What follows belongs to an exercise in optimizing a design on an open flow for small area; a production flow would make more cautious choices. RTL that was checked went through simulation tests only; none was proved equivalent to the original. The RTL of runs 7 and 8 was laid out without a check of its function. Power and IR drop assume default switching activity.

==> design/flow/design.v <==
module lpf_stage_sub	(	in_n,
				w_n,
				v,
				k,
				d_n);
input	[19:0]	in_n;
input	[19:0]	w_n;
input	[19:0]	v;
input	[3:0]	k;
output	[20:0]	d_n;
wire	[20:0]	cs;
wire	[19:0]	s_n;
wire	[20:0]	a_n;
wire	[14:0]	keep;
wire	[20:0]	vm;
wire	[21:0]	ce;
assign cs[0] = 1'b1;
genvar j;
generate
	for (j = 0; j < 20; j = j + 1) begin : g_s
		assign s_n[j] = in_n[j] ^ w_n[j] ^ cs[j];
		assign cs[j+1] = (in_n[j] & w_n[j]) | (cs[j] & (in_n[j] ^ w_n[j]));
	end
	for (j = 0; j < 15; j = j + 1) begin : g_m
		assign keep[j] = (k <= j);
	end
endgenerate
assign a_n = {s_n[19], s_n[19], s_n[19:1]};
assign vm = {v[19], v[19:15], v[14:0] & keep};
assign ce[0] = 1'b0;
generate
	for (j = 0; j < 21; j = j + 1) begin : g_d
		assign d_n[j] = a_n[j] ^ vm[j] ^ ce[j];
		assign ce[j+1] = (a_n[j] & vm[j]) | (ce[j] & (a_n[j] ^ vm[j]));
	end
endgenerate
endmodule
module lpf_stage_acc	(	v,
				d,
				k,
				vn);
input	[19:0]	v;
input	[20:0]	d;
input	[3:0]	k;
output	[19:0]	vn;
wire signed	[20:0]	ds = d;
wire	[20:0]	shf = ds >>> k;
wire	[19:0]	sh = shf[19:0];
wire	[20:0]	c;
assign c[0] = 1'b0;
genvar j;
generate
	for (j = 0; j < 20; j = j + 1) begin : g_v
		assign vn[j] = v[j] ^ sh[j] ^ c[j];
		assign c[j+1] = (v[j] & sh[j]) | (c[j] & (v[j] ^ sh[j]));
	end
endgenerate
endmodule
module lpf_cascade	(	clk,
				rst,
				sample_clk,
				k,
				vin,
				vout,
				vout_valid);
input		clk;
input		rst;
input		sample_clk;
input	[3:0]	k;
input	[13:0]	vin;
output	[19:0]	vout;
output		vout_valid;
reg		vout_valid;
reg		sample_clk_old;
reg	[13:0]	vin_h;
reg	[3:0]	k_h;
reg	[2:0]	ph;
reg	[1:0]	clr_n;
reg		pend;
reg		run;
reg		run2;
reg	[19:0]	V0, V1, V2, V3, V4;
reg	[19:0]	W0, W1, W2, W3, W4;
reg	[20:0]	d_r;
wire		sample = sample_clk & !sample_clk_old;
wire		ph4 = (ph == 3'd4);
wire		clr = (clr_n != 2'd0);
wire	[19:0]	in_n = ~((ph4 & !clr) ? {vin_h, 6'b000000} : V1);
wire	[20:0]	d_n;
wire	[19:0]	vn;
lpf_stage_sub	SUB	(	.in_n(in_n),
				.w_n(W0),
				.v(V0),
				.k(k_h),
				.d_n(d_n));
lpf_stage_acc	ACC	(	.v(V4),
				.d(d_r),
				.k(k_h),
				.vn(vn));
assign vout = V3;
always @(posedge clk) begin
	sample_clk_old <= sample_clk & !rst;
	if (sample) begin
		vin_h <= vin;
		k_h <= k;
	end
	if (rst) begin
		ph <= 3'd3;
		clr_n <= 2'd2;
		pend <= 1'b0;
		run <= 1'b0;
		run2 <= 1'b0;
		vout_valid <= 1'b0;
	end else begin
		ph <= ph4 ? 3'd0 : ph + 3'd1;
		if (ph4) begin
			if (clr)
				clr_n <= clr_n - 2'd1;
			run <= (pend | sample) & (clr_n[1] == 1'b0);
			pend <= (pend | sample) & clr_n[1];
		end else begin
			pend <= pend | sample;
		end
		run2 <= run;
		vout_valid <= run2 & (ph == 3'd1);
	end
	d_r <= ~(d_n | {21{!run}});
	V0 <= V1;
	V1 <= V2;
	V2 <= V3;
	V3 <= (rst | clr) ? 20'd0 : vn;
	V4 <= V0;
	W0 <= W1;
	W1 <= W2;
	W2 <= W3;
	W3 <= W4;
	W4 <= (run | clr) ? in_n : W0;
end
endmodule
==> design/flow/flow/run.sh <==
#!/bin/bash
# Standard ORFS layout (the standard.sh) with a single small buffer on
# each port and a clock tree built from small clock buffers without dummy
# loads. Each tool's output goes to standard.log.
set -euo pipefail
export BUFFER_PORTS_ARGS="-buffer_cell sky130_fd_sc_hd__buf_1"
export CTS_ARGS="-sink_clustering_enable -repair_clock_nets -dont_use_dummy_load -buf_list {sky130_fd_sc_hd__clkbuf_16} -sink_clustering_size 30 -sink_clustering_max_diameter 80"
bash standard.sh > standard.log 2>&1
==> design/flow/standard.sh <==
#!/bin/bash
# synth_recipe.tcl (not shown) runs the flow's synth.tcl, then flattens the netlist and writes it again
# the make line also repeats each setting of config.mk as NAME=value (left out here)
make -C /OpenROAD-flow-scripts/flow DESIGN_CONFIG=/design/flow/config.mk WORK_HOME=/design/flow/orfs CLKGATE_MAP_FILE= SYNTH_SCRIPT=/design/flow/synth_recipe.tcl "${@:-finish}"
==> design/flow/config.mk <==
export PLATFORM = sky130hd
export DESIGN_NAME = lpf_cascade
export DESIGN_NICKNAME = lpf_cascade
export VERILOG_FILES = /design/flow/design.v
export SDC_FILE = /design/flow/constraint.sdc
export NUM_CORES = 4
export LEC_CHECK = 0
export ABC_AREA = 1
export CAP_MARGIN = 20
export CORE_MARGIN = 2
export CORE_UTILIZATION = 40
export PLACE_DENSITY = 0.6
export SLEW_MARGIN = 20
==> design/flow/constraint.sdc <==
create_clock -name core_clock -period 10.0 [get_ports {clk}]
set_input_delay 2.0000 -clock core_clock [delete_from_list [all_inputs] [get_ports {clk}]]
set_output_delay 2.0000 -clock core_clock [all_outputs]
set_load 0.01 [all_outputs]
==> results.yml, run 1 <==
clock_network:
  clock_transition_at_the_register_clock_pins_on_the_worst_setup_and_hold_paths_after_cts_ps: 110
  cts.repair.resized: 0
  cts_max_level: 1
  ctsRootBufferMaster: "sky130_fd_sc_hd__clkbuf_16"
  post-cts-setup-buffer-count: 0
  cts_tree: "yes"
  clock_sinks: 249
  clock_latency_ps: 500
  ctsHoldBuffers: 0
  cts_inserted_buffers: 13
  clock_tree.buffer_depth: 3
worst_hold_path:
  timing.hold.worst.class: "flop to flop"
route:
  wl_met2_mm: 6.94
  wirelength_met1_mm: 7.41
  drt.antenna.violating_nets: 0
  met3_wirelength_um: 601
  top_layer_used: "met4"
  drt_iter0_drc: 246
  drtPass1Iterations: 5
  vias: 4783
  totalWireLength_mm: 15.4
  wl_per_cell_um: 14.4
  vias_per_cell: 4.48
  post-route-drc-count: 0
floorplan:
  die_area_um2: 22300
  core_um2: 20900
  io-pin-count: 42
  chipHeight_um: 149
  initial_core_util_pct: 40.5
  dieWidth_um: 149
  fp_rows: 53
global_routing:
  grt_start_max_net_pins: 31
  grt_antenna_before_repair: 0
  grt_util_all_layers_pct: 14.6
  grt_remaining_overflow: 0
  grt_pass1_vias: 4774
  grt_first_pass_wirelength_mm: 25.2
synth:
  post_synth_instance_area_um2: 8460
  synth.top_cell.area_share_pct: 54.7
  yosysWarningCount: 1
  postSynthAreaPerCell_um2: 11.3
  synthesis.instances: 751
  synth_cell_types: 41
  synth.ff_latch_count: 249
  post_synth_main_area_contributors: "sky130_fd_sc_hd__dfxtp_1 55%, sky130_fd_sc_hd__fa_1 13%, sky130_fd_sc_hd__nand2_1 7.5%"
  mappedNetlistNets: 834
  synth_top_area_cell: "sky130_fd_sc_hd__dfxtp_1"
  ys_seq_area_share_pct: 61.1
sta:
  finalSetupViolations: 0
  skew_ps: 67.2
  timing.setup.tns_ps: 0
  grt_setup_unrepaired: "false"
  fmaxAchievable_mhz: 105
  period_needed_ps: 9540
  holdWs_ps: 273
  report.final.slew_viol_count: 0
  final-hold-violation-count: 0
  worst_tran_pin_value_ps: 885
  final_min_period_over_clock_period_pct: 95.4
  max-slew-margin-rel_pct: 40.9
placed_design:
  gp_congestion: 0.844
  placement.cell_area_um2: 8860
  port_buffers: 41
  place_hpwl_mm: 10.8
setup_path:
  worst-endpoint-arrival_ps: 10000
  worst_setup_path_start_kind: "flop"
  critical-path-max-stage-delay_ps: 500
  maximum_net_fanout_on_the_critical_path: 13
  crit_buf_inv: 7
  timing_worst_setup_path_type: "flop to flop"
  critical_path_required_ps: 10450
  reg2reg_setup_slack_ps: 460
  path_delay_family: "adder cells"
  crit_path_top_delay_cell: "sky130_fd_sc_hd__fa_1"
  path_common_cell: "sky130_fd_sc_hd__fa_1"
  timing.critical_path.to_type: "flop"
power_and_ir_drop:
  pwrdens_nw_per_um2: 177
  irDropWorstVdd_uv: 142
  pnr_total_power_mw: 1.63
  total_leakage_power_nw: 3.79
layout:
  area_delta_synth_final_pct: 8.74
  design_area_um2: 9200
  final_core_utilization_pct: 44.0
  final_layout_size_suffix_gt1_share_pct: 6.56
  fin_nets: 878
  antenna_cells: 0
status:
  status: "no timing/DRC/antenna violations"
run:
  maxCapViolations: 0
[kinds of logic (layout without fill, tap and decap cells)]
family / count (synthesis) / count (layout) / share of synthesized area [%]
multiplexers: 13 / 13 / 1.54
XOR/XNOR: 4 / 4 / 0.503
AO/OA/AOI/OAI: 68 / 68 / 5.10
AND/OR/NAND/NOR: 251 / 251 / 12.0
flip-flops: 249 / 249 / 61.1
adder cells (fa/ha/maj): 62 / 62 / 14.1
buffers and inverters: 104 / 146 / 5.71
[per-layer routing]
layer,GRT usage [%],vias to the layer above
met1,20.7,2266
met5,0,-
met4,4.52,0
met3,2.35,27
met2,23.1,104
li1,-,2386
[path summary, 6_finish.rpt]
path / start / to / depth (start not counted)
setup / recovery: ph[0] / d_r[19] / 34
hold / removal: W3[14] / W2[14] / 0
setup reg to reg: ph[0] / d_r[19] / 34
hold reg to reg: W3[14] / W2[14] / 0
[layout by cell type (no fill, tap or decap), drive strengths merged, types with 2 or more instances in the layout]
cell type / instances
xnor2: 3
a21boi: 2
buf: 50
nand2: 173
clkbuf: 13
ha: 6
mux2i: 13
dfxtp: 231
fa: 56
a22oi: 4
o21ai: 41
nor2: 57
o21a: 3
inv: 83
a21oi: 6
nand3: 17
o211ai: 4
a31oi: 6
edfxtp: 18
and2: 2
[worst reg2reg max path: cells and delay by family, from the launching register on]
kind                       cells  cell delay, ps
adders and majority gates     22            8270
buffers and inverters          7             500
DFF                            1             370
and+or+nand+nor                5             420
[state kept, by name, indices dropped and copies added, names as in the netlist, 4 cells and up]
register / cells
W2: 20
W1: 20
k_h: 4
d_r: 21
W3: 20
V4: 20
W4: 20
V2: 20
V3: 20
V1: 20
vin_h: 14
V0: 20
W0: 20
[power breakdown]
part	internal [mW]	leakage, nW	switching (mW)	total, mW
clock network	0.234	0.160	0.292	0.526
logic	0.0232	1.59	0.0455	0.0687
registers	1.03	2.04	0.0103	1.04
[per-stage QoR]
stage	setup slack (ps)	instances
finish	457	1068
global route	29.1	1068
CTS	121	1068
detailed placement	83.3	1055
global placement	137	1055
floorplan	743	751
[cell usage after synthesis, drive strengths merged]
master	number
and2	2
nand2	173
nand3	17
a21oi	6
o21bai	1
mux2i	13
edfxtp	18
nor3	1
a21boi	2
xor2	1
or2	1
o21ai	41
buf	21
a31oi	6
fa	56
o211ai	4
ha	6
xnor2	3
o21a	3
o32ai	1
inv	83
a22oi	4
nor2	57
dfxtp	231
[layout make-up]
cell class / count / area (um2)
clock buffers: 13 / 325
fillers: 2002 / 11700
inverters: 83 / 324
multi-input cells: 398 / 2820
flip-flops and latches: 249 / 5160
well taps: 275 / 344
repair buffers: 50 / 221
==> run 2, diff against run 1 <==
==> design/flow/flow/run.sh (replaced) <==
#!/bin/bash
# Standard ORFS layout (the standard.sh) with a single small buffer on
# each port and a clock tree built from small clock buffers without dummy
# loads. Each tool's output goes to standard.log.
set -euo pipefail
export BUFFER_PORTS_ARGS="-buffer_cell sky130_fd_sc_hd__buf_1"
export CTS_ARGS="-sink_clustering_enable -repair_clock_nets -dont_use_dummy_load -buf_list {sky130_fd_sc_hd__clkbuf_4} -sink_clustering_size 12 -sink_clustering_max_diameter 50"
bash standard.sh > standard.log 2>&1
==> run 2 against run 1 <==
  * Largest cell class unchanged
  * Wire length grew 1.2%
  * Die area is the same
  * Still clean
  * Setup slack lost 35 ps
  * Synthesized cell count is the same
  * Critical path depth is the same
  * Area after synthesis is the same
  * Clock power shrank 21%
  * Global-route usage grew 0.21 points
  * Non-clock buffer count grew 1
  * Sequential share of layout area grew 0.70 points
==> results.yml, run 2 <==
status:
  status: "no timing/DRC/antenna violations"
setup_path:
  timing_worst_setup_path_type: "flop to flop"
  worst_setup_path_start_kind: "flop"
  timing.critical_path.to_type: "flop"
  critical-path-max-stage-delay_ps: 500
  path_common_cell: "sky130_fd_sc_hd__fa_1"
  crit_buf_inv: 8
  worst-path-stages: 34
  crit_path_top_delay_cell: "sky130_fd_sc_hd__fa_1"
  worst-endpoint-arrival_ps: 10220
  r2r_cells: 34
  maximum_net_fanout_on_the_critical_path: 13
  path_delay_family: "adder cells"
  critical_path_required_ps: 10650
floorplan:
  initial_core_util_pct: 40.5
  chipHeight_um: 149
  die_area_um2: 22300
  core_um2: 20900
  dieWidth_um: 149
  io-pin-count: 42
  fp_rows: 53
layout:
  layout_common_cells: "230 x sky130_fd_sc_hd__dfxtp_1, 170 x sky130_fd_sc_hd__nand2_1, 75 x sky130_fd_sc_hd__inv_1, 55 x sky130_fd_sc_hd__fa_1, 53 x sky130_fd_sc_hd__nor2_1"
  area_delta_synth_final_pct: 7.42
  final_core_utilization_pct: 43.5
  fin_nets: 893
  stdcell_count: 1085
  final_layout_size_suffix_gt1_share_pct: 8.29
  number_of_flip_flops_under_the_largest_register_name: 21
  most_frequent_standard_cell_in_the_layout_excluding_fill_and_tap_cells: "sky130_fd_sc_hd__dfxtp_1"
  top_register_by_number_of_flip_flops: "d_r"
synth:
  postSynthAreaPerCell_um2: 11.3
  synth_top_area_cell: "sky130_fd_sc_hd__dfxtp_1"
  multiplexer_area_fraction_after_synthesis_pct: 1.54
  post_synthesis_share_of_cell_area_spent_on_full_adders_half_adders_and_majority_gates_pct: 14.1
  mappedNetlistNets: 834
  post_synth_instance_area_um2: 8460
  synth.top_cells.by_count: "231 x sky130_fd_sc_hd__dfxtp_1, 170 x sky130_fd_sc_hd__nand2_1, 75 x sky130_fd_sc_hd__inv_1"
  ys_seq_area_share_pct: 61.1
  number_of_flops_mapped_to_enable_cells_by_yosys: 18
  synth.top_cell.area_share_pct: 54.7
  synth_cell_types: 41
  synth.ff_latch_count: 249
  post_synth_xor_area_fraction_pct: 0.503
  post_synth_main_area_contributors: "sky130_fd_sc_hd__dfxtp_1 55%, sky130_fd_sc_hd__fa_1 13%, sky130_fd_sc_hd__nand2_1 7.5%"
  dominant_combinational_cell_family_by_area_after_synthesis: "adder cells"
  yosysMostFrequentCell: "sky130_fd_sc_hd__dfxtp_1"
  synth-simple-area-share_pct: 12.0
  synth-compound-area-share_pct: 5.10
  synthesis.instances: 751
  yosys_most_used_dff: "sky130_fd_sc_hd__dfxtp_1"
  yosysWarningCount: 1
  postSynth.asyncResetShare_pct: 0
route:
  drt_iter0_drc: 203
  drt.antenna.violating_nets: 0
  vias_per_cell: 4.50
  drtPass1Iterations: 5
  totalWireLength_mm: 15.6
  wl_per_cell_um: 14.4
  vias: 4881
  post-route-drc-count: 0
power_and_ir_drop:
  p_sw_share_pct: 22.9
  pwrdens_nw_per_um2: 167
  p_comb_share_pct: 4.5
  pnr_total_power_mw: 1.52
  switchingPower_mw: 0.348
  intPower_mw: 1.17
  power_frac_seq_pct: 68.1
  total_leakage_power_nw: 3.75
  irDropWorstVdd_uv: 113
  share_clk_of_total_power_pct: 27.4
clock_network:
  cts_max_level: 1
  cts_inserted_buffers: 27
  cts_tree: "yes"
  clock_latency_ps: 690
  clock_tree.buffer_depth: 3
  ctsRootBufferMaster: "sky130_fd_sc_hd__clkbuf_4"
  clock_sinks: 249
  clock_transition_at_the_register_clock_pins_on_the_worst_setup_and_hold_paths_after_cts_ps: 120
worst_hold_path:
  worst_hold_path.num_cells: 0
  timing.hold.worst.class: "flop to flop"
global_routing:
  grt_util_all_layers_pct: 14.8
  grt_start_max_net_pins: 25
  grt_remaining_overflow: 0
  grt_antenna_before_repair: 1
  grt_first_pass_wirelength_mm: 25.6
  grt_pass1_vias: 4913
sta:
  fmaxAchievable_mhz: 104
  grt_setup_unrepaired: "false"
  timing.setup.tns_ps: 0
  worst_tran_pin_value_ps: 924
  max-slew-margin-rel_pct: 38.3
  finalSetupViolations: 0
  fin_ws_ps: 423
  report.final.slew_viol_count: 0
  period_needed_ps: 9580
  final-hold-violation-count: 0
  final_min_period_over_clock_period_pct: 95.8
  skew_ps: 102
placed_design:
  numPlacedInstances: 1055
  gp_congestion: 0.844
  port_buffers: 41
  place_hpwl_mm: 10.8
  worst_setup_timing_slack_at_the_placement_stage_ps: 83.3
run:
  maxCapViolations: 0
-- run 2: cell counts after synthesis --
No cell type changed its count.
-- run 2: power groups by stage --
stage | Combinational [mW] | Sequential (mW) | Clock [mW]
2_1_floorplan | 0.0516 | 1.06 | 0
4_1_cts | 0.0698 | 1.04 | 0.440
6_report | 0.0687 | 1.04 | 0.416
5_1_grt | 0.0788 | 1.04 | 0.477
3_3_place_gp | 0.0693 | 1.06 | 0
3_5_place_dp | 0.0691 | 1.06 | 0
-- run 2: layout make-up --
cell class | instances | area, um2
fillers | 2028 | 11800
flip-flops and latches | 249 | 5170
multi-input cells | 398 | 2820
well taps | 275 | 344
inverters | 83 | 324
repair buffers | 51 | 229
clock buffers | 27 | 203
diodes | 2 | 5.00
-- run 2: final timing paths --
path                            slack (ps)       to     start
worst max register to register         420  d_r[19]  clr_n[0]
worst max-delay path                   420  d_r[19]  clr_n[0]
worst min register to register         280    W2[0]     W3[0]
worst min-delay path                   280    W2[0]     W3[0]
-- run 2: kinds of logic after synthesis --
group,after synthesis
simple gates,251
flops,249
buf+inv,104
compound gates,68
fa+ha+maj,62
mux,13
xor+xnor,4
-- run 2: metal layers --
layer,GRT usage [%],routed length (um),up-vias
met3,2.59,780,33
li1,-,-,2425
met5,0,0,-
met1,20.8,7440,2288
met2,23.1,6820,135
met4,5.52,542,0
-- run 2: timing repair --
| action | CTS | global route |
|---|---|---|
| resized for setup | 0 | 5 |
| hold buffers | 0 | 0 |
| endpoints found under the setup margin | 0 | 2 |
| buffers inserted | 0 | 1 |
-- run 2: stage by stage --
step | cell area (um2) | hold WS [ps]
2_1_floorplan | 8460 | 310
3_3_place_gp | 8860 | 310
3_5_place_dp | 8860 | 312
4_1_cts | 9070 | 266
5_1_grt | 9090 | 269
6_report | 9090 | 276
==> run 3, diff against run 2 <==
==> design/flow/flow/run.sh (replaced) <==
#!/bin/bash
# Standard ORFS layout (the standard.sh) with a single small buffer on
# each port and a clock tree built from small clock buffers without dummy
# loads. Each tool's output goes to standard.log.
set -euo pipefail
export BUFFER_PORTS_ARGS="-buffer_cell sky130_fd_sc_hd__buf_1"
export CTS_ARGS="-sink_clustering_enable -repair_clock_nets -dont_use_dummy_load -buf_list {sky130_fd_sc_hd__clkbuf_4 sky130_fd_sc_hd__clkbuf_8} -sink_clustering_size 20 -sink_clustering_max_diameter 60"
bash standard.sh > standard.log 2>&1
==> run 3 against run 2 <==
  * Non-clock buffer count fell by 1
  * Global-route usage fell by 0.15 points
  * Clock skew fell by 13 ps
==> results.yml, run 3 <==
clock_network:
  clock_latency_ps: 540
  clock_sinks: 249
  post-cts-setup-buffer-count: 0
  ctsRootBufferMaster: "sky130_fd_sc_hd__clkbuf_8"
  cts_inserted_buffers: 19
  cts.repair.resized: 0
  ctsHoldBuffers: 0
  cts_tree: "yes"
  cts_max_level: 1
  clock_tree.buffer_depth: 3
  clock_transition_at_the_register_clock_pins_on_the_worst_setup_and_hold_paths_after_cts_ps: 100
floorplan:
  chipHeight_um: 149
  die_area_um2: 22300
  core_um2: 20900
  io-pin-count: 42
  fp_rows: 53
  initial_core_util_pct: 40.5
  dieWidth_um: 149
global_routing:
  grt_pass1_vias: 4827
  grt_antenna_before_repair: 0
  grt_remaining_overflow: 0
  grt_util_all_layers_pct: 14.7
  grt_start_max_net_pins: 25
  grt_first_pass_wirelength_mm: 25.3
route:
  totalWireLength_mm: 15.5
  post-route-drc-count: 0
  wl_per_cell_um: 14.4
  vias: 4834
  vias_per_cell: 4.50
  drt_iter0_drc: 229
  drtPass1Iterations: 5
  drt.antenna.violating_nets: 0
synth:
  yosys_most_used_dff: "sky130_fd_sc_hd__dfxtp_1"
  mappedNetlistNets: 834
  post_synth_main_area_contributors: "sky130_fd_sc_hd__dfxtp_1 55%, sky130_fd_sc_hd__fa_1 13%, sky130_fd_sc_hd__nand2_1 7.5%"
  synth_cell_types: 41
  postSynthAreaPerCell_um2: 11.3
  post_synth_instance_area_um2: 8460
  synth.top_cells.by_count: "231 x sky130_fd_sc_hd__dfxtp_1, 170 x sky130_fd_sc_hd__nand2_1, 75 x sky130_fd_sc_hd__inv_1"
  synth.top_cell.area_share_pct: 54.7
  synth.ff_latch_count: 249
  ys_seq_area_share_pct: 61.1
  yosysMostFrequentCell: "sky130_fd_sc_hd__dfxtp_1"
  synth_top_area_cell: "sky130_fd_sc_hd__dfxtp_1"
  synthesis.instances: 751
  yosysWarningCount: 1
  postSynth.asyncResetShare_pct: 0
  number_of_flops_mapped_to_enable_cells_by_yosys: 18
setup_path:
  critical_path_required_ps: 10460
  timing.critical_path.to_type: "flop"
  worst_setup_path_start_kind: "flop"
  crit_path_top_delay_cell: "sky130_fd_sc_hd__fa_1"
  worst-endpoint-arrival_ps: 10010
  timing_worst_setup_path_type: "flop to flop"
  critical-path-max-stage-delay_ps: 500
  maximum_net_fanout_on_the_critical_path: 13
  path_common_cell: "sky130_fd_sc_hd__fa_1"
power_and_ir_drop:
  intPower_mw: 1.22
  p_sw_share_pct: 22.1
  p_comb_share_pct: 4.4
  power_frac_seq_pct: 66.2
  total_leakage_power_nw: 3.76
  switchingPower_mw: 0.345
  irDropWorstVdd_uv: 134
  share_clk_of_total_power_pct: 29.4
  pwrdens_nw_per_um2: 171
layout:
  antenna_cells: 0
  layout.filler_cells: 2028
  seqCellArea_um2: 5170
  area_delta_synth_final_pct: 8.00
  fin_nets: 884
  most_frequent_standard_cell_in_the_layout_excluding_fill_and_tap_cells: "sky130_fd_sc_hd__dfxtp_1"
  layout_common_cells: "230 x sky130_fd_sc_hd__dfxtp_1, 170 x sky130_fd_sc_hd__nand2_1, 75 x sky130_fd_sc_hd__inv_1, 54 x sky130_fd_sc_hd__fa_1, 53 x sky130_fd_sc_hd__nor2_1"
  design_area_um2: 9140
  top_register_by_number_of_flip_flops: "d_r"
  multi_input_comb_area_um2: 2820
  number_of_flip_flops_under_the_largest_register_name: 21
  final_layout_size_suffix_gt1_share_pct: 7.38
sta:
  worst_tran_pin_value_ps: 908
  period_needed_ps: 9550
  timing.setup.tns_ps: 0
  fmaxAchievable_mhz: 105
  final_min_period_over_clock_period_pct: 95.5
  grt_setup_unrepaired: "false"
  skew_ps: 88.2
  final-hold-violation-count: 0
  max-slew-margin-rel_pct: 39.4
  finalSetupViolations: 0
  report.final.slew_viol_count: 0
run:
  maxCapViolations: 0
placed_design:
  gp_congestion: 0.844
  port_buffers: 41
  place_hpwl_mm: 10.8
  placement.cell_area_um2: 8860
worst_hold_path:
  timing.hold.worst.class: "flop to flop"
status:
  status: "no timing/DRC/antenna violations"
run 3: cell types whose count changed in the layout (fill, tap and decap cells not counted):
cell and change:
sky130_fd_sc_hd__clkbuf_4 -27, sky130_fd_sc_hd__clkbuf_8 +19, sky130_fd_sc_hd__diode_2 -2, sky130_fd_sc_hd__buf_4 -1
sky130_fd_sc_hd__fa_1 -1, sky130_fd_sc_hd__fa_2 +1
run 3: final timing paths:
check                            from  endpoint  slack (ps)  cells after the start
worst min register to register  W1[9]     W0[9]         260                      0
worst max-delay path            ph[0]   d_r[19]         450                     34
worst max register to register  ph[0]   d_r[19]         450                     34
worst min-delay path            W1[9]     W0[9]         260                      0
run 3: stage by stage:
stage / hold slack, ps / utilization [%] / worst slack, ps / std cells / total power, mW
floorplan: 310 / - / 743 / 751 / 1.11
global placement: 310 / 42.4 / 137 / 1055 / 1.13
detailed placement: 312 / 42.4 / 83.3 / 1055 / 1.13
CTS: 261 / 43.7 / 65.4 / 1074 / 1.59
global route: 260 / 43.7 / 12.9 / 1074 / 1.64
finish: 255 / 43.7 / 452 / 1074 / 1.57
run 3: area by class of cell:
cell class	instances	share of cell area (%)
clock buffer	19	2.86
sequential	249	56.5
timing repair buffer	50	2.42
multi-input combinational	398	30.9
tap	275	3.77
inverter	83	3.55
run 3: logic make-up (layout without fill, tap and decap cells):
logic type	count (synthesis)	in the layout	share of synthesized area (%)
AND/OR/NAND/NOR	251	251	12.0
flip-flops	249	249	61.1
buffers and inverters	104	152	5.71
AO/OA/AOI/OAI	68	68	5.10
adder cells (fa/ha/maj)	62	62	14.1
multiplexers	13	13	1.54
XOR/XNOR	4	4	0.503
run 3: layer usage:
metal	wire length [um]	track usage, %	vias up
met3	744	2.62	35
met5	0	0	-
li1	-	-	2399
met4	507	4.52	0
met1	7450	20.9	2280
met2	6800	22.9	120
run 3: critical path, delay by kind of cell, from the launching register on:
kind          cells  cell delay [ps]
fa+ha+maj        22             8220
buf+inv           7              490
simple gates      5              410
flops             1              360
run 3: power groups by stage:
stage               Sequential [mW]  Clock, mW  Combinational [mW]
floorplan                      1.06          0              0.0516
global placement               1.06          0              0.0693
detailed placement             1.06          0              0.0691
CTS                            1.04      0.484              0.0697
global route                   1.04      0.521              0.0785
finish                         1.04      0.461              0.0685
==> run 4, diff against run 3 <==
--- a/design/flow/config.mk
+++ b/design/flow/config.mk
@@ -8,6 +8,6 @@
 export ABC_AREA = 1
 export CAP_MARGIN = 20
 export CORE_MARGIN = 2
-export CORE_UTILIZATION = 40
-export PLACE_DENSITY = 0.6
+export CORE_UTILIZATION = 65
+export PLACE_DENSITY = 0.8
 export SLEW_MARGIN = 20
==> run 4 against run 3 <==
  * Register-to-register slack better by 60 ps
  * Sequential power hardly changed
  * Non-clock buffer count stayed put
  * Fmax is 0.63% higher
  * Design area is 1.8% lower
  * Clock skew is 32 ps lower
==> results.yml, run 4 <==
status:
  status: "no timing/DRC/antenna violations"
route:
  post-route-drc-count: 0
  drt_iter0_drc: 278
  vias_per_cell: 5.08
  wl_per_cell_um: 15.6
  drtPass1Iterations: 5
  drt.antenna.violating_nets: 0
  vias: 4914
  totalWireLength_mm: 15.1
synth:
  yosysWarningCount: 1
  synth-compound-area-share_pct: 5.10
  post_synth_xor_area_fraction_pct: 0.503
  synth.top_cells.by_count: "231 x sky130_fd_sc_hd__dfxtp_1, 170 x sky130_fd_sc_hd__nand2_1, 75 x sky130_fd_sc_hd__inv_1"
  post_synth_main_area_contributors: "sky130_fd_sc_hd__dfxtp_1 55%, sky130_fd_sc_hd__fa_1 13%, sky130_fd_sc_hd__nand2_1 7.5%"
  post_synth_instance_area_um2: 8460
  postSynthAreaPerCell_um2: 11.3
  synth_top_area_cell: "sky130_fd_sc_hd__dfxtp_1"
  dominant_combinational_cell_family_by_area_after_synthesis: "adder cells"
  synth.ff_latch_count: 249
  mappedNetlistNets: 834
  synth-simple-area-share_pct: 12.0
  postSynth.asyncResetShare_pct: 0
  yosys_most_used_dff: "sky130_fd_sc_hd__dfxtp_1"
  multiplexer_area_fraction_after_synthesis_pct: 1.54
  number_of_flops_mapped_to_enable_cells_by_yosys: 18
  synthesis.instances: 751
  yosysMostFrequentCell: "sky130_fd_sc_hd__dfxtp_1"
  ys_seq_area_share_pct: 61.1
  synth_cell_types: 41
  synth.top_cell.area_share_pct: 54.7
  post_synthesis_share_of_cell_area_spent_on_full_adders_half_adders_and_majority_gates_pct: 14.1
layout:
  layout_common_cells: "228 x sky130_fd_sc_hd__dfxtp_1, 170 x sky130_fd_sc_hd__nand2_1, 75 x sky130_fd_sc_hd__inv_1, 54 x sky130_fd_sc_hd__fa_1, 53 x sky130_fd_sc_hd__nor2_1"
  number_of_flip_flops_under_the_largest_register_name: 21
  top_register_by_number_of_flip_flops: "d_r"
  design_area_um2: 8970
  stdcell_count: 968
  fin_nets: 881
  antenna_cells: 0
  most_frequent_standard_cell_in_the_layout_excluding_fill_and_tap_cells: "sky130_fd_sc_hd__dfxtp_1"
  final_layout_size_suffix_gt1_share_pct: 7.29
  area_delta_synth_final_pct: 6.08
  layout.filler_cells: 952
sta:
  worst_tran_pin_value_ps: 798
  skew_ps: 55.8
  grt_setup_unrepaired: "false"
  final_min_period_over_clock_period_pct: 94.9
  max-slew-margin-rel_pct: 46.8
  period_needed_ps: 9490
  timing.setup.tns_ps: 0
  final-hold-violation-count: 0
  report.final.slew_viol_count: 0
  fmaxAchievable_mhz: 105
  finalSetupViolations: 0
setup_path:
  critical-path-max-stage-delay_ps: 500
  maximum_net_fanout_on_the_critical_path: 13
  timing.critical_path.to_type: "flop"
  worst_setup_path_start_kind: "flop"
  path_common_cell: "sky130_fd_sc_hd__fa_1"
  critical_path_required_ps: 10480
  worst-endpoint-arrival_ps: 9970
  timing_worst_setup_path_type: "flop to flop"
  crit_path_top_delay_cell: "sky130_fd_sc_hd__fa_1"
floorplan:
  chipHeight_um: 118
  fp_rows: 41
  initial_core_util_pct: 66.8
  core_um2: 12700
  io-pin-count: 42
  die_area_um2: 13900
  dieWidth_um: 118
global_routing:
  grt_antenna_before_repair: 0
  grt_remaining_overflow: 0
  grt_first_pass_wirelength_mm: 25.3
  grt_pass1_vias: 5086
  grt_util_all_layers_pct: 23.0
  grt_start_max_net_pins: 25
clock_network:
  ctsHoldBuffers: 0
  cts_max_level: 1
  clock_sinks: 249
  ctsRootBufferMaster: "sky130_fd_sc_hd__clkbuf_8"
  clock_latency_ps: 530
  clock_transition_at_the_register_clock_pins_on_the_worst_setup_and_hold_paths_after_cts_ps: 120
  cts_inserted_buffers: 16
  cts_tree: "yes"
  clock_tree.buffer_depth: 3
power_and_ir_drop:
  total_leakage_power_nw: 3.74
  irDropWorstVdd_uv: 142
  pwrdens_nw_per_um2: 171
placed_design:
  place_hpwl_mm: 11.2
  numPlacedInstances: 948
  port_buffers: 41
  gp_congestion: 0.952
  placement.cell_area_um2: 8700
worst_hold_path:
  timing.hold.worst.class: "flop to flop"
run:
  maxCapViolations: 0
run 4: cell counts after synthesis:
Identical to the previous run, type by type.
run 4: final timing paths:
path	from	end	slack, ps	cells past startpoint
hold reg to reg	V2[6]	V1[6]	310	0
hold / removal	V2[6]	V1[6]	310	0
setup reg to reg	clr_n[0]	d_r[19]	510	34
setup / recovery	clr_n[0]	d_r[19]	510	34
run 4: power breakdown:
part	internal, mW	switching [mW]
clock network	0.146	0.280
logic	0.0232	0.0455
registers	1.03	0.0110
total	1.19	0.336
run 4: worst max-delay path: cells and delay by family (launching register included):
kind	cells	cell delay, ps
buffers and inverters	8	610
AND/OR/NAND/NOR	4	290
adder cells (fa/ha/maj)	22	8160
flip-flops	1	360
run 4: cells by family (layout without fill, tap and decap cells):
| kind of cell | count (synthesis) | in the layout |
|---|---|---|
| flops | 249 | 249 |
| xor+xnor | 4 | 4 |
| mux | 13 | 13 |
| buf+inv | 104 | 149 |
| compound gates | 68 | 68 |
| simple gates | 251 | 251 |
| fa+ha+maj | 62 | 62 |
run 4: metrics by stage:
| step | total power, mW | setup WS, ps | utilization, % | hold slack (ps) |
|---|---|---|---|---|
| after global routing | 1.59 | 53.5 | 70.8 | 335 |
| after global placement | 1.12 | 548 | 68.7 | 310 |
| after detailed placement | 1.13 | 294 | 68.7 | 312 |
| after CTS | 1.54 | 254 | 70.4 | 315 |
| final | 1.53 | 512 | 70.8 | 310 |
| after floorplan | 1.11 | 743 | - | 310 |
run 4: per-layer routing:
| layer | GRT usage, % | wire, um |
|---|---|---|
| met1 | 30.8 | 6530 |
| met2 | 38.4 | 7280 |
| met3 | 3.54 | 822 |
| met4 | 7.53 | 506 |
| met5 | 0 | 0 |
run 4: area by class of cell:
class / instances / area (um2) / area share [%]
inverter: 83 / 324 / 3.61
timing repair buffer: 50 / 221 / 2.47
sequential: 249 / 5170 / 57.6
tap: 172 / 215 / 2.40
multi-input combinational: 398 / 2820 / 31.5
clock buffer: 16 / 220 / 2.45
run 4: repair_timing:
item,CTS,global route
gates resized for setup,0,8
setup buffers,0,4
endpoints found under the setup margin,0,3
==> run 5, diff against run 4 <==
==> design/flow/flow/run.sh (replaced) <==
#!/bin/bash
# Standard ORFS layout (the standard.sh) with a single small buffer on
# each port and a clock tree built from small clock buffers without dummy
# loads. Each tool's output goes to standard.log.
set -euo pipefail
export BUFFER_PORTS_ARGS="-buffer_cell sky130_fd_sc_hd__buf_1"
export CTS_ARGS="-sink_clustering_enable -repair_clock_nets -dont_use_dummy_load -buf_list {sky130_fd_sc_hd__clkbuf_4} -sink_clustering_size 10 -sink_clustering_max_diameter 40"
bash standard.sh > standard.log 2>&1
==> run 5 against run 4 <==
  * Worst hold slack got worse by 7.1 ps
  * Fmax shrank 0.62%
  * Utilization about the same
==> results.yml, run 5 <==
layout:
  stdcell_count: 982
  area_delta_synth_final_pct: 6.12
  final_core_utilization_pct: 70.9
  fin_nets: 895
  top_register_by_number_of_flip_flops: "d_r"
  antenna_cells: 0
  final_layout_size_suffix_gt1_share_pct: 8.77
  number_of_flip_flops_under_the_largest_register_name: 21
  most_frequent_standard_cell_in_the_layout_excluding_fill_and_tap_cells: "sky130_fd_sc_hd__dfxtp_1"
  layout_common_cells: "229 x sky130_fd_sc_hd__dfxtp_1, 170 x sky130_fd_sc_hd__nand2_1, 75 x sky130_fd_sc_hd__inv_1, 54 x sky130_fd_sc_hd__fa_1, 53 x sky130_fd_sc_hd__nor2_1"
  design_area_um2: 8980
power_and_ir_drop:
  power_frac_seq_pct: 67.8
  pwrdens_nw_per_um2: 170
  pnr_total_power_mw: 1.53
  p_comb_share_pct: 4.5
  intPower_mw: 1.19
  irDropWorstVdd_uv: 113
  p_sw_share_pct: 22.4
  share_clk_of_total_power_pct: 27.7
  switchingPower_mw: 0.343
  total_leakage_power_nw: 3.76
clock_network:
  cts_inserted_buffers: 30
  clock_tree.buffer_depth: 3
  clock_transition_at_the_register_clock_pins_on_the_worst_setup_and_hold_paths_after_cts_ps: 100
  cts_tree: "yes"
  ctsHoldBuffers: 0
  clock_latency_ps: 660
  cts_max_level: 1
  ctsRootBufferMaster: "sky130_fd_sc_hd__clkbuf_4"
  clock_sinks: 249
global_routing:
  grt_antenna_before_repair: 0
  grt_pass1_vias: 5222
  grt_start_max_net_pins: 25
  grt_remaining_overflow: 0
  grt_first_pass_wirelength_mm: 25.7
  grt_util_all_layers_pct: 23.3
worst_hold_path:
  hold_path_startpoint: "W4[11]"
  timing.hold.worst.class: "flop to flop"
sta:
  report.final.slew_viol_count: 0
  finalSetupViolations: 0
  final_min_period_over_clock_period_pct: 95.5
  skew_ps: 74.8
  fmaxAchievable_mhz: 105
  final-hold-violation-count: 0
  max-slew-margin-rel_pct: 46.0
  worst_tran_pin_value_ps: 809
  grt_setup_unrepaired: "false"
  period_needed_ps: 9550
  timing.setup.tns_ps: 0
  holdWs_ps: 303
  fin_ws_ps: 453
setup_path:
  path_delay_family: "adder cells"
  path_common_cell: "sky130_fd_sc_hd__fa_1"
  crit_buf_inv: 7
  critical_path_required_ps: 10600
  reg2reg_setup_slack_ps: 450
  timing.critical_path.to_type: "flop"
  worst-endpoint-arrival_ps: 10150
  maximum_net_fanout_on_the_critical_path: 13
  worstSetupStartpoint: "ph[0]"
  crit_path_top_delay_cell: "sky130_fd_sc_hd__fa_1"
  timing_worst_setup_path_type: "flop to flop"
  regToRegStartpoint: "ph[0]"
  worst_setup_path_start_kind: "flop"
  critical-path-max-stage-delay_ps: 500
route:
  drt.antenna.violating_nets: 0
  vias: 4983
  drtPass1Iterations: 5
  post-route-drc-count: 0
  vias_per_cell: 5.07
  wl_per_cell_um: 15.5
  drt_iter0_drc: 306
  totalWireLength_mm: 15.3
status:
  status: "no timing/DRC/antenna violations"
placed_design:
  numPlacedInstances: 948
  port_buffers: 41
  gp_congestion: 0.952
  placement.cell_area_um2: 8700
  place_hpwl_mm: 11.2
  worst_setup_timing_slack_at_the_placement_stage_ps: 294
synth:
  yosys_most_used_dff: "sky130_fd_sc_hd__dfxtp_1"
  yosysWarningCount: 1
  synthesis.instances: 751
  synth_top_area_cell: "sky130_fd_sc_hd__dfxtp_1"
  synth_cell_types: 41
  post_synth_main_area_contributors: "sky130_fd_sc_hd__dfxtp_1 55%, sky130_fd_sc_hd__fa_1 13%, sky130_fd_sc_hd__nand2_1 7.5%"
  mappedNetlistNets: 834
  synth.top_cells.by_count: "231 x sky130_fd_sc_hd__dfxtp_1, 170 x sky130_fd_sc_hd__nand2_1, 75 x sky130_fd_sc_hd__inv_1"
  post_synth_instance_area_um2: 8460
  postSynthAreaPerCell_um2: 11.3
  ys_seq_area_share_pct: 61.1
  synth.ff_latch_count: 249
  postSynth.asyncResetShare_pct: 0
  synth.top_cell.area_share_pct: 54.7
  yosysMostFrequentCell: "sky130_fd_sc_hd__dfxtp_1"
  number_of_flops_mapped_to_enable_cells_by_yosys: 18
floorplan:
  dieWidth_um: 118
  die_area_um2: 13900
  initial_core_util_pct: 66.8
  chipHeight_um: 118
  io-pin-count: 42
  core_um2: 12700
  fp_rows: 41
run:
  maxCapViolations: 0
## run 5: cell types whose count changed in the layout (fill, tap and decap cells not counted)
cell,delta
sky130_fd_sc_hd__dfxtp_2,-1
sky130_fd_sc_hd__clkbuf_4,+30
sky130_fd_sc_hd__clkbuf_8,-16
sky130_fd_sc_hd__dfxtp_1,+1
## run 5: worst reg2reg max path: cells and delay by family (launching register included)
family | cells | cell delay [ps]
adders and majority gates | 22 | 8200
buffers and inverters | 7 | 490
and+or+nand+nor | 5 | 420
DFF | 1 | 370
## run 5: worst paths after layout
path             end  cells after the start
max reg2reg  d_r[19]                     34
min           W3[11]                      0
min reg2reg   W3[11]                      0
max          d_r[19]                     34
## run 5: layout make-up
cell class | count | area, um2
timing repair buffer | 50 | 221
fill | 966 | 3690
multi-input combinational | 398 | 2820
clock buffer | 30 | 225
inverter | 83 | 324
sequential | 249 | 5170
tap | 172 | 215
## run 5: kinds of logic after synthesis
| family | synth area share, % |
|---|---|
| buf+inv | 5.71 |
| mux | 1.54 |
| fa+ha+maj | 14.1 |
| simple gates | 12.0 |
| flops | 61.1 |
| xor+xnor | 0.503 |
| compound gates | 5.10 |
## run 5: power groups by stage
stage                     logic [mW]  clock network [mW]  registers (mW)
after detailed placement      0.0662                   0            1.06
after CTS                     0.0666               0.436            1.04
after global placement        0.0637                   0            1.06
after global routing          0.0784               0.478            1.04
final                         0.0688               0.423            1.04
after floorplan               0.0516                   0            1.06
## run 5: per-layer routing
metal  vias to the layer above  GRT usage, %  wire length [um]
li1                       2424             -                 -
met4                         0          7.76               391
met1                      2367          31.2              6550
met5                         -             0                 0
met3                        41          4.65               846
met2                       151          38.3              7480
## run 5: timing repair
| action | 4_1_cts | 5_1_grt |
|---|---|---|
| setup buffers | 0 | 4 |
| setup endpoints to repair | 0 | 3 |
| resized for setup | 0 | 7 |
==> run 6, diff against run 5 <==
--- a/design/flow/design.v
+++ b/design/flow/design.v
@@ -100,10 +100,12 @@
 assign vout = V3;
 always @(posedge clk) begin
 	sample_clk_old <= sample_clk & !rst;
-	if (sample) begin
+	if (sample)
 		vin_h <= vin;
+	if (rst)
+		k_h <= 4'd0;
+	else if (sample)
 		k_h <= k;
-	end
 	if (rst) begin
 		ph <= 3'd3;
 		clr_n <= 2'd2;
==> run 6 against run 5 <==
  * Die area up 0.25%
  * Via count about the same
  * Critical path depth unchanged
  * Sequential share of layout area down 0.43 points
  * Final cell count up 0.81%
  * Sequential power about the same
  * Combinational power up 27%
  * Clock-buffer cell count up 1
  * Register-to-register slack worse by 60 ps
  * Wire length up 2.8%
  * Utilization down 0.059 points
  * Largest cell class unchanged
  * Highest routed layer unchanged
==> results.yml, run 6 <==
status:
  status: "no timing/DRC/antenna violations"
floorplan:
  die_area_um2: 14000
  initial_core_util_pct: 66.9
  dieWidth_um: 118
  fp_rows: 41
  core_um2: 12700
  io-pin-count: 42
  chipHeight_um: 118
sta:
  finalSetupViolations: 0
  timing.setup.tns_ps: 0
  report.final.slew_viol_count: 0
  grt_setup_unrepaired: "false"
  max-slew-margin-rel_pct: 48.8
  final-hold-violation-count: 0
  worst_tran_pin_value_ps: 767
  period_needed_ps: 9610
  fmaxAchievable_mhz: 104
  skew_ps: 83.2
  final_min_period_over_clock_period_pct: 96.1
layout:
  antenna_cells: 0
  area_delta_synth_final_pct: 5.77
  layout_common_cells: "235 x sky130_fd_sc_hd__dfxtp_1, 170 x sky130_fd_sc_hd__nand2_1, 76 x sky130_fd_sc_hd__inv_1, 55 x sky130_fd_sc_hd__fa_1, 54 x sky130_fd_sc_hd__nor2_1"
  number_of_flip_flops_under_the_largest_register_name: 21
  design_area_um2: 8970
  most_frequent_standard_cell_in_the_layout_excluding_fill_and_tap_cells: "sky130_fd_sc_hd__dfxtp_1"
  final_layout_size_suffix_gt1_share_pct: 8.31
  fin_nets: 903
  stdcell_count: 990
  top_register_by_number_of_flip_flops: "d_r"
power_and_ir_drop:
  power_frac_seq_pct: 66.8
  pwrdens_nw_per_um2: 173
  p_comb_share_pct: 5.6
  intPower_mw: 1.19
  share_clk_of_total_power_pct: 27.6
  irDropWorstVdd_uv: 128
  switchingPower_mw: 0.357
  total_leakage_power_nw: 3.76
  p_sw_share_pct: 23.0
route:
  vias: 4980
  totalWireLength_mm: 15.7
  wl_per_cell_um: 15.8
  post-route-drc-count: 0
  drtPass1Iterations: 4
  drt.antenna.violating_nets: 0
  drt_iter0_drc: 225
  vias_per_cell: 5.03
setup_path:
  worst-endpoint-arrival_ps: 10230
  timing_worst_setup_path_type: "flop to flop"
  critical-path-max-stage-delay_ps: 500
  maximum_net_fanout_on_the_critical_path: 13
  worst_setup_path_start_kind: "flop"
  path_common_cell: "sky130_fd_sc_hd__fa_1"
  timing.critical_path.to_type: "flop"
  critical_path_required_ps: 10620
  crit_path_top_delay_cell: "sky130_fd_sc_hd__fa_1"
clock_network:
  cts_inserted_buffers: 31
  clock_sinks: 249
  clock_tree.buffer_depth: 3
  post-cts-setup-buffer-count: 0
  cts_max_level: 1
  clock_latency_ps: 670
  ctsRootBufferMaster: "sky130_fd_sc_hd__clkbuf_4"
  clock_transition_at_the_register_clock_pins_on_the_worst_setup_and_hold_paths_after_cts_ps: 110
  ctsHoldBuffers: 0
  cts_tree: "yes"
  cts.repair.resized: 0
synth:
  yosys_most_used_dff: "sky130_fd_sc_hd__dfxtp_1"
  synth.top_cell.area_share_pct: 55.5
  postSynthAreaPerCell_um2: 11.1
  yosysMostFrequentCell: "sky130_fd_sc_hd__dfxtp_1"
  number_of_flops_mapped_to_enable_cells_by_yosys: 14
  synthesis.instances: 761
  synth.ff_latch_count: 249
  synth_top_area_cell: "sky130_fd_sc_hd__dfxtp_1"
  yosysWarningCount: 1
  mappedNetlistNets: 844
  synth.top_cells.by_count: "235 x sky130_fd_sc_hd__dfxtp_1, 170 x sky130_fd_sc_hd__nand2_1, 76 x sky130_fd_sc_hd__inv_1"
  post_synth_instance_area_um2: 8480
  postSynth.asyncResetShare_pct: 0
  post_synth_main_area_contributors: "sky130_fd_sc_hd__dfxtp_1 55%, sky130_fd_sc_hd__fa_1 13%, sky130_fd_sc_hd__nand2_1 7.5%"
  synth_cell_types: 43
  ys_seq_area_share_pct: 60.4
global_routing:
  grt_util_all_layers_pct: 23.9
  globalRoute.busiestLayer: "met2"
  globalRouteMet1Util_pct: 30.9
  grt_pass1_vias: 5377
  gr-usage-met2_pct: 41.0
  grt_antenna_before_repair: 0
  grt_first_pass_wirelength_mm: 26.4
  grt_remaining_overflow: 0
  grt_util_met3_pct: 4.49
  grt_start_max_net_pins: 25
placed_design:
  placement.cell_area_um2: 8730
  gp_congestion: 0.927
  numPlacedInstances: 959
  place_hpwl_mm: 11.5
  port_buffers: 41
worst_hold_path:
  timing.hold.worst.class: "flop to flop"
run:
  maxCapViolations: 0
run 6: cell families after synthesis:
kind of cell	after synthesis	share of synthesized area, %
AOI/OAI and AO/OA	75	5.62
xor gates and xnor gates	4	0.502
adders and majority gates	62	14.1
buffers and inverters	106	5.81
DFF	249	60.4
muxes	13	1.53
and+or+nand+nor	252	12.0
run 6: routing by layer:
layer  up-vias  wire length (um)
met5         -                 0
met4         0               371
met3        33               764
met2       129              7930
met1      2361              6620
li1       2457                 -
run 6: cell type report:
| cell class | count | area, um2 |
|---|---|---|
| Tap cell | 172 | 215 |
| Clock buffer | 31 | 233 |
| Inverter | 84 | 325 |
| Sequential cell | 249 | 5120 |
| Fill cell | 959 | 3700 |
| Timing Repair Buffer | 48 | 206 |
| Multi-Input combinational cell | 406 | 2870 |
run 6: through the flow:
stage          hold slack, ps  setup WS [ps]  util, %  power [mW]
5_1_grt                   319           28.5     70.8        1.62
6_report                  307            388     70.8        1.55
2_1_floorplan             310            743        -        1.12
3_3_place_gp              310            517     68.9        1.14
4_1_cts                   319            278     70.8        1.56
3_5_place_dp              312            289     68.9        1.14
run 6: critical path, delay by kind of cell, from the launching register on:
family        cells  cell delay, ps
buf+inv           8             640
flops             1             410
simple gates      4             300
fa+ha+maj        22            8250
run 6: final timing paths:
check / start / endpoint / slack, ps / cells past startpoint
setup reg to reg: clr_n[1] / d_r[19] / 390 / 34
hold / removal: W3[12] / W2[12] / 310 / 0
setup / recovery: clr_n[1] / d_r[19] / 390 / 34
hold reg to reg: W3[12] / W2[12] / 310 / 0
run 6: power groups by stage:
| stage | Sequential [mW] | Combinational, mW | Clock (mW) |
|---|---|---|---|
| after CTS | 1.04 | 0.0874 | 0.441 |
| after detailed placement | 1.06 | 0.0865 | 0 |
| after global routing | 1.04 | 0.0997 | 0.480 |
| final | 1.04 | 0.0875 | 0.428 |
| after global placement | 1.06 | 0.0834 | 0 |
| after floorplan | 1.05 | 0.0678 | 0 |
==> run 7, diff against run 6 <==
--- a/design/flow/design.v
+++ b/design/flow/design.v
@@ -1,37 +1,37 @@
-module lpf_stage_sub	(	in_n,
-				w_n,
+module lpf_stage_sub	(	in,
+				w,
 				v,
 				k,
-				d_n);
-input	[19:0]	in_n;
-input	[19:0]	w_n;
+				d);
+input	[19:0]	in;
+input	[19:0]	w;
 input	[19:0]	v;
 input	[3:0]	k;
-output	[20:0]	d_n;
+output	[20:0]	d;
 wire	[20:0]	cs;
-wire	[19:0]	s_n;
-wire	[20:0]	a_n;
+wire	[19:0]	s;
+wire	[20:0]	a;
 wire	[14:0]	keep;
-wire	[20:0]	vm;
-wire	[21:0]	ce;
-assign cs[0] = 1'b1;
+wire	[20:0]	nvm;
+wire	[21:0]	cd;
+assign cs[0] = 1'b0;
 genvar j;
 generate
 	for (j = 0; j < 20; j = j + 1) begin : g_s
-		assign s_n[j] = in_n[j] ^ w_n[j] ^ cs[j];
-		assign cs[j+1] = (in_n[j] & w_n[j]) | (cs[j] & (in_n[j] ^ w_n[j]));
+		assign s[j] = in[j] ^ w[j] ^ cs[j];
+		assign cs[j+1] = (in[j] & w[j]) | (cs[j] & (in[j] ^ w[j]));
 	end
 	for (j = 0; j < 15; j = j + 1) begin : g_m
 		assign keep[j] = (k <= j);
 	end
 endgenerate
-assign a_n = {s_n[19], s_n[19], s_n[19:1]};
-assign vm = {v[19], v[19:15], v[14:0] & keep};
-assign ce[0] = 1'b0;
+assign a = {s[19], s[19], s[19:1]};
+assign nvm = ~{v[19], v[19:15], v[14:0] & keep};
+assign cd[0] = 1'b1;
 generate
 	for (j = 0; j < 21; j = j + 1) begin : g_d
-		assign d_n[j] = a_n[j] ^ vm[j] ^ ce[j];
-		assign ce[j+1] = (a_n[j] & vm[j]) | (ce[j] & (a_n[j] ^ vm[j]));
+		assign d[j] = a[j] ^ nvm[j] ^ cd[j];
+		assign cd[j+1] = (a[j] & nvm[j]) | (cd[j] & (a[j] ^ nvm[j]));
 	end
 endgenerate
 endmodule
@@ -85,14 +85,14 @@
 wire		sample = sample_clk & !sample_clk_old;
 wire		ph4 = (ph == 3'd4);
 wire		clr = (clr_n != 2'd0);
-wire	[19:0]	in_n = ~((ph4 & !clr) ? {vin_h, 6'b000000} : V1);
-wire	[20:0]	d_n;
+wire	[19:0]	in = (ph4 & !clr) ? {vin_h, 6'b000000} : V1;
+wire	[20:0]	d;
 wire	[19:0]	vn;
-lpf_stage_sub	SUB	(	.in_n(in_n),
-				.w_n(W0),
+lpf_stage_sub	SUB	(	.in(in),
+				.w(W0),
 				.v(V0),
 				.k(k_h),
-				.d_n(d_n));
+				.d(d));
 lpf_stage_acc	ACC	(	.v(V4),
 				.d(d_r),
 				.k(k_h),
@@ -126,7 +126,7 @@
 		run2 <= run;
 		vout_valid <= run2 & (ph == 3'd1);
 	end
-	d_r <= ~(d_n | {21{!run}});
+	d_r <= d & {21{run}};
 	V0 <= V1;
 	V1 <= V2;
 	V2 <= V3;
@@ -136,6 +136,6 @@
 	W1 <= W2;
 	W2 <= W3;
 	W3 <= W4;
-	W4 <= (run | clr) ? in_n : W0;
+	W4 <= (run | clr) ? in : W0;
 end
 endmodule
==> run 7 against run 6 <==
  * Setup slack better by 72 ps
  * First-iteration DRC count up 34%
  * Still clean
  * Die area down 0.57%
  * Final cell count down 0.30%
  * Combinational power up 1%
  * Via count up 0.72%
  * Worst hold slack worse by 7.6 ps
==> results.yml, run 7 <==
global_routing:
  grt_antenna_before_repair: 0
  grt_pass1_vias: 5297
  grt_start_max_net_pins: 24
  grt_remaining_overflow: 0
  grt_util_all_layers_pct: 24.0
  gr-usage-met2_pct: 40.4
  grt_util_met3_pct: 3.88
  grt_first_pass_wirelength_mm: 26.2
  globalRoute.busiestLayer: "met2"
  globalRouteMet1Util_pct: 32.3
placed_design:
  worst_setup_timing_slack_at_the_placement_stage_ps: 452
  gp_congestion: 0.878
  port_buffers: 41
  place_hpwl_mm: 11.8
layout:
  multi_input_comb_area_um2: 2840
  antenna_cells: 0
  seqCellArea_um2: 5120
  layout_common_cells: "235 x sky130_fd_sc_hd__dfxtp_1, 167 x sky130_fd_sc_hd__nand2_1, 73 x sky130_fd_sc_hd__inv_1, 55 x sky130_fd_sc_hd__fa_1, 48 x sky130_fd_sc_hd__nor2_1"
  final_layout_size_suffix_gt1_share_pct: 9.57
  area_delta_synth_final_pct: 5.91
  number_of_flip_flops_under_the_largest_register_name: 21
  fin_nets: 899
  layout.filler_cells: 971
  top_register_by_number_of_flip_flops: "d_r"
  most_frequent_standard_cell_in_the_layout_excluding_fill_and_tap_cells: "sky130_fd_sc_hd__dfxtp_1"
sta:
  final_min_period_over_clock_period_pct: 95.4
  max-slew-margin-rel_pct: 49.3
  fin_ws_ps: 461
  period_needed_ps: 9540
  grt_setup_unrepaired: "false"
  holdWs_ps: 299
  report.final.slew_viol_count: 0
  finalSetupViolations: 0
  skew_ps: 99.0
  fmaxAchievable_mhz: 105
  timing.setup.tns_ps: 0
  final-hold-violation-count: 0
  worst_tran_pin_value_ps: 760
setup_path:
  worst_setup_path_start_kind: "flop"
  crit_path_top_delay_cell: "sky130_fd_sc_hd__fa_1"
  regToRegStartpoint: "ph[0]"
  critical_path_required_ps: 10600
  path_common_cell: "sky130_fd_sc_hd__fa_1"
  worst-endpoint-arrival_ps: 10140
  critical-path-max-stage-delay_ps: 510
  timing.critical_path.to_type: "flop"
  worstSetupStartpoint: "ph[0]"
  reg2reg_setup_slack_ps: 460
  maximum_net_fanout_on_the_critical_path: 17
  timing_worst_setup_path_type: "flop to flop"
route:
  drtPass1Iterations: 5
  drt.antenna.violating_nets: 0
  vias_per_cell: 5.08
  wl_per_cell_um: 16.0
  vias: 5016
  totalWireLength_mm: 15.8
  drt_iter0_drc: 301
  post-route-drc-count: 0
synth:
  yosys_most_used_dff: "sky130_fd_sc_hd__dfxtp_1"
  post_synthesis_share_of_cell_area_spent_on_full_adders_half_adders_and_majority_gates_pct: 14.0
  yosysMostFrequentCell: "sky130_fd_sc_hd__dfxtp_1"
  synth-compound-area-share_pct: 6.50
  yosysWarningCount: 1
  postSynth.asyncResetShare_pct: 0
  post_synth_instance_area_um2: 8430
  postSynthAreaPerCell_um2: 11.1
  synth-simple-area-share_pct: 12.2
  multiplexer_area_fraction_after_synthesis_pct: 0.594
  number_of_flops_mapped_to_enable_cells_by_yosys: 14
  dominant_combinational_cell_family_by_area_after_synthesis: "adder cells"
  mappedNetlistNets: 842
  post_synth_main_area_contributors: "sky130_fd_sc_hd__dfxtp_1 56%, sky130_fd_sc_hd__fa_1 13%, sky130_fd_sc_hd__nand2_1 7.4%"
  synth_top_area_cell: "sky130_fd_sc_hd__dfxtp_1"
  synth.top_cells.by_count: "235 x sky130_fd_sc_hd__dfxtp_1, 167 x sky130_fd_sc_hd__nand2_1, 73 x sky130_fd_sc_hd__inv_1"
  synthesis.instances: 760
  post_synth_xor_area_fraction_pct: 0.416
  ys_seq_area_share_pct: 60.8
  synth.ff_latch_count: 249
  synth_cell_types: 40
  synth.top_cell.area_share_pct: 55.8
floorplan:
  fp_rows: 41
  core_um2: 12600
  die_area_um2: 13900
  initial_core_util_pct: 66.8
  chipHeight_um: 118
  io-pin-count: 42
  dieWidth_um: 118
clock_network:
  ctsRootBufferMaster: "sky130_fd_sc_hd__clkbuf_4"
  cts_max_level: 1
  cts_inserted_buffers: 29
  clock_tree.buffer_depth: 3
  clock_sinks: 249
  cts.repair.resized: 0
  ctsHoldBuffers: 0
  clock_transition_at_the_register_clock_pins_on_the_worst_setup_and_hold_paths_after_cts_ps: 110
  clock_latency_ps: 660
  post-cts-setup-buffer-count: 0
  cts_tree: "yes"
power_and_ir_drop:
  irDropWorstVdd_uv: 162
  pwrdens_nw_per_um2: 171
  total_leakage_power_nw: 3.89
run:
  maxCapViolations: 0
worst_hold_path:
  hold_path_startpoint: "V2[10]"
  timing.hold.worst.class: "flop to flop"
status:
  status: "no timing/DRC/antenna violations"
[run 7: changes by cell type in the layout (fill, tap and decap cells not counted), moves of 5 or more]
cell / before / now
sky130_fd_sc_hd__o21ai_2: 12 / 17
sky130_fd_sc_hd__o21ai_0: 15 / 21
sky130_fd_sc_hd__nand2_2: 2 / 7
sky130_fd_sc_hd__o211ai_1: 3 / 8
sky130_fd_sc_hd__nor2_1: 54 / 48
sky130_fd_sc_hd__mux2i_1: 13 / 5
[run 7: cell families after synthesis]
logic type                 after synthesis
AOI/OAI and AO/OA                       86
xor gates and xnor gates                 4
adders and majority gates               61
buffers and inverters                  106
DFF                                    249
muxes                                    5
and+or+nand+nor                        249
[run 7: path summary, 6_finish.rpt]
kind	to	cells after the start
worst max-delay path	d_r[19]	32
worst min-delay path	V1[10]	0
worst max register to register	d_r[19]	32
worst min register to register	V1[10]	0
[run 7: metal layers]
metal  up-vias  wire, um  share of wire (%)
met3        25       748                4.7
li1       2478         -                  -
met1      2373      7160                 45
met2       140      7580                 48
met5         -         0                  0
met4         0       302                1.9
[run 7: report_power, final]
group | switching, mW | total [mW] | leakage, nW | internal [mW]
clock network | 0.279 | 0.412 | 0.133 | 0.133
registers | 0.0114 | 1.03 | 2.03 | 1.02
logic | 0.0591 | 0.0884 | 1.72 | 0.0293
total | 0.350 | 1.53 | 3.89 | 1.18
[run 7: layout make-up]
class	count	area share (%)
clock buffer	29	2.44
inverter	83	3.57
timing repair buffer	49	2.40
multi-input combinational	405	31.8
sequential	249	57.4
tap	172	2.41
[run 7: metrics by stage]
step,cells,power [mW],area (um2),utilization (%)
after global routing,987,1.59,8930,70.8
final,987,1.53,8930,70.8
after floorplan,760,1.11,8430,-
after detailed placement,958,1.14,8710,69.0
after global placement,958,1.14,8710,69.0
after CTS,987,1.55,8930,70.8
[run 7: worst max-delay path, delay by kind of cell, from the launching register on]
kind          cells  cell delay (ps)
flops             1              390
simple gates      4              360
fa+ha+maj        22             8100
buf+inv           6              610
==> run 8, diff against run 7 <==
--- a/design/flow/config.mk
+++ b/design/flow/config.mk
@@ -5,7 +5,7 @@
 export SDC_FILE = /design/flow/constraint.sdc
 export NUM_CORES = 4
 export LEC_CHECK = 0
-export ABC_AREA = 1
+export ABC_AREA = 0
 export CAP_MARGIN = 20
 export CORE_MARGIN = 2
 export CORE_UTILIZATION = 65
==> run 8 against run 7 <==
  * Sequential share of layout area is 0.67 points lower
  * Clock skew shrank 7.2 ps
  * Final cell count down 12%
  * Sequential power about the same
  * First-iteration DRC count rose by 17%
  * Sequential cell count did not move
  * Die area is 0.56% higher
  * Worst hold slack gained 3.1 ps
==> results.yml, run 8 <==
layout:
  seqCellArea_um2: 5130
  multi_input_comb_area_um2: 3140
  area_delta_synth_final_pct: 6.57
  top_register_by_number_of_flip_flops: "d_r"
  antenna_cells: 0
  fin_nets: 782
  most_frequent_standard_cell_in_the_layout_excluding_fill_and_tap_cells: "sky130_fd_sc_hd__dfxtp_1"
  number_of_flip_flops_under_the_largest_register_name: 21
  layout_common_cells: "234 x sky130_fd_sc_hd__dfxtp_1, 55 x sky130_fd_sc_hd__nor2_1, 55 x sky130_fd_sc_hd__fa_1, 41 x sky130_fd_sc_hd__and2_1, 41 x sky130_fd_sc_hd__buf_1"
  layout.filler_cells: 911
  final_layout_size_suffix_gt1_share_pct: 10.2
clock_network:
  post-cts-setup-buffer-count: 0
  cts_max_level: 1
  clock_sinks: 249
  ctsRootBufferMaster: "sky130_fd_sc_hd__clkbuf_4"
  clock_transition_at_the_register_clock_pins_on_the_worst_setup_and_hold_paths_after_cts_ps: 100
  cts_tree: "yes"
  clock_latency_ps: 690
  clock_tree.buffer_depth: 3
  cts_inserted_buffers: 31
  ctsHoldBuffers: 0
synth:
  post_synth_instance_area_um2: 8480
  synth.top_cells.by_count: "235 x sky130_fd_sc_hd__dfxtp_1, 55 x sky130_fd_sc_hd__fa_1, 55 x sky130_fd_sc_hd__nor2_1"
  yosys_most_used_dff: "sky130_fd_sc_hd__dfxtp_1"
  ys_seq_area_share_pct: 60.4
  synth.ff_latch_count: 249
  mappedNetlistNets: 724
  postSynthAreaPerCell_um2: 13.2
  synthesis.instances: 642
  synth_top_area_cell: "sky130_fd_sc_hd__dfxtp_1"
  synth_cell_types: 43
  yosysWarningCount: 1
  yosysMostFrequentCell: "sky130_fd_sc_hd__dfxtp_1"
  synth.top_cell.area_share_pct: 55.5
  post_synth_main_area_contributors: "sky130_fd_sc_hd__dfxtp_1 55%, sky130_fd_sc_hd__fa_1 13%, sky130_fd_sc_hd__edfxtp_1 5.0%"
  number_of_flops_mapped_to_enable_cells_by_yosys: 14
  postSynth.asyncResetShare_pct: 0
global_routing:
  grt_remaining_overflow: 0
  grt_start_max_net_pins: 26
  grt_antenna_before_repair: 0
  grt_first_pass_wirelength_mm: 25.6
  grt_util_all_layers_pct: 23.4
  grt_pass1_vias: 4904
floorplan:
  die_area_um2: 14000
  chipHeight_um: 118
  core_um2: 12700
  fp_rows: 41
  initial_core_util_pct: 66.9
  dieWidth_um: 118
  io-pin-count: 42
sta:
  fmaxAchievable_mhz: 106
  period_needed_ps: 9460
  max-slew-margin-rel_pct: 29.5
  report.final.slew_viol_count: 0
  skew_ps: 91.8
  final-hold-violation-count: 0
  worst_tran_pin_value_ps: 1060
  final_min_period_over_clock_period_pct: 94.6
  timing.setup.tns_ps: 0
  finalSetupViolations: 0
  fin_ws_ps: 535
  grt_setup_unrepaired: "false"
setup_path:
  timing.critical_path.to_type: "flop"
  timing_worst_setup_path_type: "flop to flop"
  maximum_net_fanout_on_the_critical_path: 14
  critical_path_required_ps: 10560
  crit_path_top_delay_cell: "sky130_fd_sc_hd__mux4_1"
  path_common_cell: "sky130_fd_sc_hd__fa_1"
  worst_setup_path_start_kind: "flop"
  critical-path-max-stage-delay_ps: 580
  worst-endpoint-arrival_ps: 10020
route:
  vias_per_cell: 5.40
  drt_iter0_drc: 351
  drt.antenna.violating_nets: 0
  post-route-drc-count: 0
  vias: 4696
  drtPass1Iterations: 4
  wl_per_cell_um: 18.0
  totalWireLength_mm: 15.7
power_and_ir_drop:
  p_sw_share_pct: 22.1
  p_comb_share_pct: 4.2
  irDropWorstVdd_uv: 128
  pnr_total_power_mw: 1.52
  switchingPower_mw: 0.336
  share_clk_of_total_power_pct: 28.2
  pwrdens_nw_per_um2: 168
  intPower_mw: 1.19
  total_leakage_power_nw: 3.76
  power_frac_seq_pct: 67.6
placed_design:
  place_hpwl_mm: 11.3
  port_buffers: 41
  worst_setup_timing_slack_at_the_placement_stage_ps: 379
  gp_congestion: 0.977
status:
  status: "no timing/DRC/antenna violations"
worst_hold_path:
  timing.hold.worst.class: "flop to flop"
run:
  maxCapViolations: 0
-- run 8: cell types whose count changed in the layout (fill, tap and decap cells not counted), moves of 10 or more --
cell	delta
sky130_fd_sc_hd__nand3_1	-12
sky130_fd_sc_hd__o21ai_1	-14
sky130_fd_sc_hd__nand2_1	-136
sky130_fd_sc_hd__inv_1	-51
sky130_fd_sc_hd__o21ai_2	-17
sky130_fd_sc_hd__mux2_2	+20
sky130_fd_sc_hd__and2_1	+40
sky130_fd_sc_hd__a21oi_1	+12
sky130_fd_sc_hd__a31oi_1	-10
sky130_fd_sc_hd__mux2i_1	+28
sky130_fd_sc_hd__nor2b_1	+14
-- run 8: power by group through the flow --
stage / Combinational (mW) / Clock (mW) / Sequential (mW)
2_1_floorplan: 0.0466 / 0 / 1.05
3_3_place_gp: 0.0625 / 0 / 1.05
3_5_place_dp: 0.0638 / 0 / 1.05
4_1_cts: 0.0644 / 0.445 / 1.03
5_1_grt: 0.0715 / 0.484 / 1.03
6_report: 0.0646 / 0.429 / 1.03
-- run 8: final cells by class --
type                       instances  share of cell area [%]
sequential                       249                    56.7
multi-input combinational        343                    34.7
timing repair buffer              53                    2.70
clock buffer                      31                    2.58
tap                              172                    2.38
inverter                          22                   0.914
-- run 8: cells by family after synthesis --
| logic type | share of synthesized area [%] |
|---|---|
| AO/OA/AOI/OAI | 3.85 |
| XOR/XNOR | 0.517 |
| adder cells (fa/ha/maj) | 13.9 |
| buffers and inverters | 2.61 |
| flip-flops | 60.4 |
| multiplexers | 9.43 |
| AND/OR/NAND/NOR | 9.28 |
-- run 8: path summary, 6_finish.rpt --
kind	start	endpoint	depth (start not counted)	slack, ps
setup / recovery	k_h[1]	V3[19]	26	540
hold / removal	W2[4]	W1[4]	0	300
setup reg to reg	k_h[1]	V3[19]	26	540
hold reg to reg	W2[4]	W1[4]	0	300
-- run 8: critical path: cells and delay by family (launching register included) --
| family | cells | cell delay [ps] |
|---|---|---|
| fa+ha+maj | 18 | 7160 |
| mux | 2 | 890 |
| flops | 1 | 380 |
| xor+xnor | 2 | 310 |
| buf+inv | 2 | 300 |
| compound gates | 1 | 160 |
| simple gates | 1 | 150 |
-- run 8: what timing repair did --
action / 4_1_cts / 5_1_grt
endpoints found under the hold margin: 0 / 0
resized for setup: 0 / 1
setup endpoints to repair: 0 / 1
-- run 8: per-layer routing --
layer	GRT usage [%]	vias to the layer above	routed length, um
met5	0	-	0
met4	6.17	0	302
met3	3.67	28	787
met2	36.6	146	7270
met1	34.4	2317	7330
li1	-	2205	-
-- run 8: through the flow --
step | hold WS (ps) | instances | utilization, % | instance area [um2]
after floorplan | 310 | 642 | - | 8480
after global placement | 310 | 839 | 69.5 | 8800
after detailed placement | 312 | 839 | 69.5 | 8800
after CTS | 284 | 870 | 71.3 | 9030
after global routing | 292 | 870 | 71.3 | 9040
final | 302 | 870 | 71.3 | 9040
